This design comes from an exercise in tuning for small area and a short achievable clock period on the open sky130 flow, not from production work. In this exercise RTL edits were held to simulation tests only and were not proved equivalent to the original.

==> inputs of v9 <==
## ALU
module ALU
#(
	parameter ALU_WIDTH=32
)
(
	input                     clk,
	input                     rst_n,
	input                     opcodeValid,
	input  [7-1:0]            opcode,
	input  [3-1:0]            f3,
	input  [12-1:0]           imm,
	input  [ALU_WIDTH-1:0]    rs1,
	input  [ALU_WIDTH-1:0]    rs2,
	output [ALU_WIDTH-1:0]    aluOut
);
	localparam [6:0] ALU_I_OP = 7'b0010011;
	localparam [6:0] ALU_R_OP = 7'b0110011;
	wire is_i = (opcode == ALU_I_OP);
	wire is_r = (opcode == ALU_R_OP);
	wire is_m = is_r & imm[5];           
	wire f7_5 = imm[10];                 
	wire [31:0] op2 = is_r ? rs2 : {{20{imm[11]}}, imm};
	wire        sub = f3[1] | (is_r & f7_5);
	wire [31:0] op2x = op2 ^ {32{sub}};
	wire [32:0] cy;
	wire [31:0] sum;
	assign cy[0] = sub;
	genvar gi;
	generate for (gi = 0; gi < 32; gi = gi + 1) begin : add
		assign sum[gi]  = rs1[gi] ^ op2x[gi] ^ cy[gi];
		assign cy[gi+1] = (rs1[gi] & op2x[gi]) | (rs1[gi] & cy[gi]) | (op2x[gi] & cy[gi]);
	end endgenerate
	wire        ltu = ~cy[32];
	wire        lts = ltu ^ rs1[31] ^ op2[31];
	wire [4:0]  sh = op2[4:0];
	wire        left = ~f3[2];
	wire        sh_zero = (sh == 5'd0);
	wire [4:0]  sh_e = left ? sh : (5'd0 - sh);
	wire [31:0] sh_hot = 32'd1 << sh_e;
	wire        use_low = is_m ? (f3[1:0] == 2'b00) : (left | sh_zero);
	wire        m_sa = is_m ? (f3[0] ^ f3[1]) : (f7_5 & rs1[31] & ~left) ;
	wire        m_sb = is_m & f3[0] & ~f3[1];
	wire [32:0] m_y  = is_m ? {m_sb & rs2[31], rs2} : {1'b0, sh_hot};
	wire [63:0] prod;
	bmul33 u_mul (.x({m_sa & rs1[31], rs1}), .y(m_y), .p(prod));
	wire [31:0] mul_out = use_low ? prod[31:0] : prod[63:32];
	wire        d_signed = ~f3[0];
  ...
==> module ALU, before the edit <==
module ALU
#(
	parameter ALU_WIDTH=32
)
(
	input                     clk,
	input                     rst_n,
	input                     opcodeValid,
	input  [7-1:0]            opcode,
	input  [3-1:0]            f3,
	input  [12-1:0]           imm,
	input  [ALU_WIDTH-1:0]    rs1,
	input  [ALU_WIDTH-1:0]    rs2,
	output [ALU_WIDTH-1:0]    aluOut
);
	localparam [6:0] ALU_I_OP = 7'b0010011;
	localparam [6:0] ALU_R_OP = 7'b0110011;
	wire is_i = (opcode == ALU_I_OP);
	wire is_r = (opcode == ALU_R_OP);
	wire is_m = is_r & imm[5];           
	wire f7_5 = imm[10];                 
	wire [31:0] op2 = is_r ? rs2 : {{20{imm[11]}}, imm};
	wire        sub = f3[1] | (is_r & f7_5);
	wire [31:0] op2x = op2 ^ {32{sub}};
	wire [32:0] cy;
	wire [31:0] sum;
	assign cy[0] = sub;
	genvar gi;
	generate for (gi = 0; gi < 32; gi = gi + 1) begin : add
		assign sum[gi]  = rs1[gi] ^ op2x[gi] ^ cy[gi];
		assign cy[gi+1] = (rs1[gi] & op2x[gi]) | (rs1[gi] & cy[gi]) | (op2x[gi] & cy[gi]);
	end endgenerate
	wire        ltu = ~cy[32];
	wire        lts = ltu ^ rs1[31] ^ op2[31];
	wire [4:0]  sh = op2[4:0];
	wire        left = ~f3[2];
	wire        sh_zero = (sh == 5'd0);
	wire [4:0]  sh_e = left ? sh : (5'd0 - sh);
	wire [31:0] sh_hot = 32'd1 << sh_e;
	wire        use_low = is_m ? (f3[1:0] == 2'b00) : (left | sh_zero);
	wire        m_sa = is_m ? (f3[0] ^ f3[1]) : (f7_5 & rs1[31] & ~left) ;
	wire        m_sb = is_m & f3[0] & ~f3[1];
	wire [32:0] m_y  = is_m ? {m_sb & rs2[31], rs2} : {1'b0, sh_hot};
	wire [63:0] prod;
	bmul33 u_mul (.x({m_sa & rs1[31], rs1}), .y(m_y), .p(prod));
	wire [31:0] mul_out = use_low ? prod[31:0] : prod[63:32];
	wire        d_signed = ~f3[0];
	wire        na = d_signed & rs1[31];
	wire        nb = d_signed & rs2[31];
	wire [31:0] ua, ub;
	cneg32 u_nega (.x(rs1), .s(na), .y(ua));
	cneg32 u_negb (.x(rs2), .s(nb), .y(ub));
	wire [31:0] quo, rem;
	udiv32 u_div (.a(ua), .d(ub), .q(quo), .r(rem));
	wire        is_rem = f3[1];
	wire        b_zero = (rs2 == 32'd0);
	wire        d_neg = is_rem ? na : ((na ^ nb) & ~b_zero);
	wire [31:0] d_mag = is_rem ? rem : quo;
	wire [31:0] div_out;
	cneg32 u_negd (.x(d_mag), .s(d_neg), .y(div_out));
	reg [31:0] alu_result_d;
	always @* begin
		alu_result_d = 32'd0;
		if (is_m)
			alu_result_d = f3[2] ? div_out : mul_out;
		else if (is_i | is_r)
			case (f3)
				3'd0: alu_result_d = sum[31:0];
				3'd1: alu_result_d = mul_out;
				3'd2: alu_result_d = {31'd0, lts};
				3'd3: alu_result_d = {31'd0, ltu};
				3'd4: alu_result_d = rs1 ^ op2;
				3'd5: alu_result_d = mul_out;
				3'd6: alu_result_d = rs1 | op2;
				default: alu_result_d = rs1 & op2;
			endcase
	end
	reg [31:0] alu_result_q;
	always @(posedge clk or negedge rst_n)
		if (!rst_n) alu_result_q <= 32'd0;
		else        alu_result_q <= alu_result_d;
	assign aluOut = alu_result_q;
endmodule
==> module cneg32, before the edit <==
module cneg32(input [31:0] x, input s, output [31:0] y);
	wire [31:0] lo [0:5];        
	assign lo[0] = x;
	genvar l, j;
	generate for (l = 0; l < 5; l = l + 1) begin : lvl
		for (j = 0; j < 32; j = j + 1) begin : b
			if (j >= (1 << l)) begin : m
				assign lo[l+1][j] = lo[l][j] | lo[l][j - (1 << l)];
			end else begin : p
				assign lo[l+1][j] = lo[l][j];
			end
		end
	end endgenerate
	assign y[0] = x[0];
	generate for (j = 1; j < 32; j = j + 1) begin : o
		assign y[j] = x[j] ^ (s & lo[5][j-1]);
	end endgenerate
endmodule
make LEC_CHECK=0 ABC_AREA=1 CAP_MARGIN=20 CORE_MARGIN=2 CORE_UTILIZATION=65 CTS_CLUSTER_DIAMETER=50 CTS_CLUSTER_SIZE=6 SLEW_MARGIN=20 finish   # period 150.0 ns
run.sh (not shown) runs the stock make flow with config.mk's settings and CLKGATE_MAP_FILE= SYNTH_SCRIPT=/design/flow/synth_recipe.tcl, a recipe that flattens the netlist after the stock synthesis.
==> v27 (differences from v9) <==
--- a/flow/design.v
+++ b/flow/design.v
@@ -78,43 +78,40 @@
 	wire f7_5 = imm[10];                 
 	wire [31:0] op2 = is_r ? rs2 : {{20{imm[11]}}, imm};
 	wire        sub = f3[1] | (is_r & f7_5);
-	wire [31:0] op2x = op2 ^ {32{sub}};
-	wire [32:0] cy;
-	wire [31:0] sum;
-	assign cy[0] = sub;
-	genvar gi;
-	generate for (gi = 0; gi < 32; gi = gi + 1) begin : add
-		assign sum[gi]  = rs1[gi] ^ op2x[gi] ^ cy[gi];
-		assign cy[gi+1] = (rs1[gi] & op2x[gi]) | (rs1[gi] & cy[gi]) | (op2x[gi] & cy[gi]);
-	end endgenerate
-	wire        ltu = ~cy[32];
+	wire [32:0] sum = {1'b0, rs1} + {1'b0, op2 ^ {32{sub}}} + {32'd0, sub};
+	wire        ltu = ~sum[32];
 	wire        lts = ltu ^ rs1[31] ^ op2[31];
 	wire [4:0]  sh = op2[4:0];
 	wire        left = ~f3[2];
-	wire        sh_zero = (sh == 5'd0);
-	wire [4:0]  sh_e = left ? sh : (5'd0 - sh);
-	wire [31:0] sh_hot = 32'd1 << sh_e;
-	wire        use_low = is_m ? (f3[1:0] == 2'b00) : (left | sh_zero);
-	wire        m_sa = is_m ? (f3[0] ^ f3[1]) : (f7_5 & rs1[31] & ~left) ;
-	wire        m_sb = is_m & f3[0] & ~f3[1];
-	wire [32:0] m_y  = is_m ? {m_sb & rs2[31], rs2} : {1'b0, sh_hot};
+	wire [31:0] rs1_rev;
+	genvar gi;
+	generate for (gi = 0; gi < 32; gi = gi + 1) begin : rev1
+		assign rs1_rev[gi] = rs1[31-gi];
+	end endgenerate
+	wire [31:0] sh_in = left ? rs1_rev : rs1;
+	wire        sh_fill = ~left & f7_5 & rs1[31];
+	wire [31:0] sh_r = $signed({sh_fill, sh_in}) >>> sh;
+	wire [31:0] sh_out;
+	generate for (gi = 0; gi < 32; gi = gi + 1) begin : rev2
+		assign sh_out[gi] = left ? sh_r[31-gi] : sh_r[gi];
+	end endgenerate
+	wire        m_sa = f3[0] ^ f3[1];    
+	wire        m_sb = f3[0] & ~f3[1];   
 	wire [63:0] prod;
-	bmul33 u_mul (.x({m_sa & rs1[31], rs1}), .y(m_y), .p(prod));
-	wire [31:0] mul_out = use_low ? prod[31:0] : prod[63:32];
+	bmul33 u_mul (.x({m_sa & rs1[31], rs1}), .y({m_sb & rs2[31], rs2}), .p(prod));
+	wire [31:0] mul_out = (f3[1:0] == 2'b00) ? prod[31:0] : prod[63:32];
 	wire        d_signed = ~f3[0];
 	wire        na = d_signed & rs1[31];
 	wire        nb = d_signed & rs2[31];
-	wire [31:0] ua, ub;
-	cneg32 u_nega (.x(rs1), .s(na), .y(ua));
-	cneg32 u_negb (.x(rs2), .s(nb), .y(ub));
+	wire [31:0] ua = na ? -rs1 : rs1;
+	wire [31:0] ub = nb ? -rs2 : rs2;
 	wire [31:0] quo, rem;
 	udiv32 u_div (.a(ua), .d(ub), .q(quo), .r(rem));
 	wire        is_rem = f3[1];
 	wire        b_zero = (rs2 == 32'd0);
 	wire        d_neg = is_rem ? na : ((na ^ nb) & ~b_zero);
 	wire [31:0] d_mag = is_rem ? rem : quo;
-	wire [31:0] div_out;
-	cneg32 u_negd (.x(d_mag), .s(d_neg), .y(div_out));
+	wire [31:0] div_out = d_neg ? -d_mag : d_mag;
 	reg [31:0] alu_result_d;
 	always @* begin
 		alu_result_d = 32'd0;
@@ -123,11 +120,11 @@
 		else if (is_i | is_r)
 			case (f3)
 				3'd0: alu_result_d = sum[31:0];
-				3'd1: alu_result_d = mul_out;
+				3'd1: alu_result_d = sh_out;
 				3'd2: alu_result_d = {31'd0, lts};
 				3'd3: alu_result_d = {31'd0, ltu};
 				3'd4: alu_result_d = rs1 ^ op2;
-				3'd5: alu_result_d = mul_out;
+				3'd5: alu_result_d = sh_out;
 				3'd6: alu_result_d = rs1 | op2;
 				default: alu_result_d = rs1 & op2;
 			endcase
@@ -138,24 +135,6 @@
 		else        alu_result_q <= alu_result_d;
 	assign aluOut = alu_result_q;
 endmodule
-module cneg32(input [31:0] x, input s, output [31:0] y);
-	wire [31:0] lo [0:5];        
-	assign lo[0] = x;
-	genvar l, j;
-	generate for (l = 0; l < 5; l = l + 1) begin : lvl
-		for (j = 0; j < 32; j = j + 1) begin : b
-			if (j >= (1 << l)) begin : m
-				assign lo[l+1][j] = lo[l][j] | lo[l][j - (1 << l)];
-			end else begin : p
-				assign lo[l+1][j] = lo[l][j];
-			end
-		end
-	end endgenerate
-	assign y[0] = x[0];
-	generate for (j = 1; j < 32; j = j + 1) begin : o
-		assign y[j] = x[j] ^ (s & lo[5][j-1]);
-	end endgenerate
-endmodule
 module udiv32(input [31:0] a, input [31:0] d, output [31:0] q, output [31:0] r);
 	wire [31:0] rem_s [0:32];
 	assign rem_s[32] = 32'd0;
- CORE_UTILIZATION: 65 -> 35
==> notes <==
v9 finished with timing, DRC and antenna clean. v27 completed without violations. Of v27 and v9, v27 has the higher cell area (gap about 6.4%, measured against v9). Between v27 and v9, the lower setup slack is in v27 (gap 0.22 ns). Of v9 and v27, v27 has the higher synthesized cell count (gap about 4.5%, measured against v27). In v27 the non-clock buffer count is higher than in v9, by 26. Between v9 and v27, the lower via count is in v9 (gap 2.6%, measured against v27).
==> figures <==
quantity                                                                                v9                     v27
Die Ht                                                                              311 µm                  433 µm
Worst-path cell with the longest stage delay                     sky130_fd_sc_hd__clkinv_1  sky130_fd_sc_hd__inv_1
Synth Area per Inst                                                               6.73 µm²                6.73 µm²
Outcome                                                                     finished clean          finished clean
Ratio of layout area to synthesized area                                            1.043x                  1.059x
Post-route fraction of the period consumed by the critical path                      76.6%                   76.8%
Final-layout worst hold slack                                                     29.80 ns                30.11 ns
Horizontal die dimension                                                            311 µm                  433 µm
Placement-stage worst setup slack                                                 36.87 ns                35.53 ns

==> afterwards: timing with drivers on the ports <==
How much do the figures lean on ideal ports? The routed layouts below were timed once more, with nothing changed but the port constraints.
Step 1 (the two cells are an assumption about what drives the block):
set clk [get_ports {clk}]
set_driving_cell -lib_cell sky130_fd_sc_hd__clkbuf_16 $clk
set_driving_cell -lib_cell sky130_fd_sc_hd__buf_2 [delete_from_list [all_inputs] $clk]
Step 2 also shifts input and output timing later by t, the mid clock arrival at the registers, as if the neighbouring blocks saw the same clock.
Slacks: ideal / step 1 / step 2; pairs: ideal / step 1.
run | shift t [ns] | setup WS [ns] | worst data-port slew with drivers (ns) | cell pins on the clock port's net
v9 | 0.351 | 35.047 / 34.978 / 34.627 | 0.20 | 1
v27 | 0.300 | 34.831 / 34.835 / 34.535 | 0.10 | 1
After both steps every run listed still meets setup and hold. For v9, which loses most, drivers alone change the setup slack by -0.069 ns; drivers and shift together by -0.420 ns.
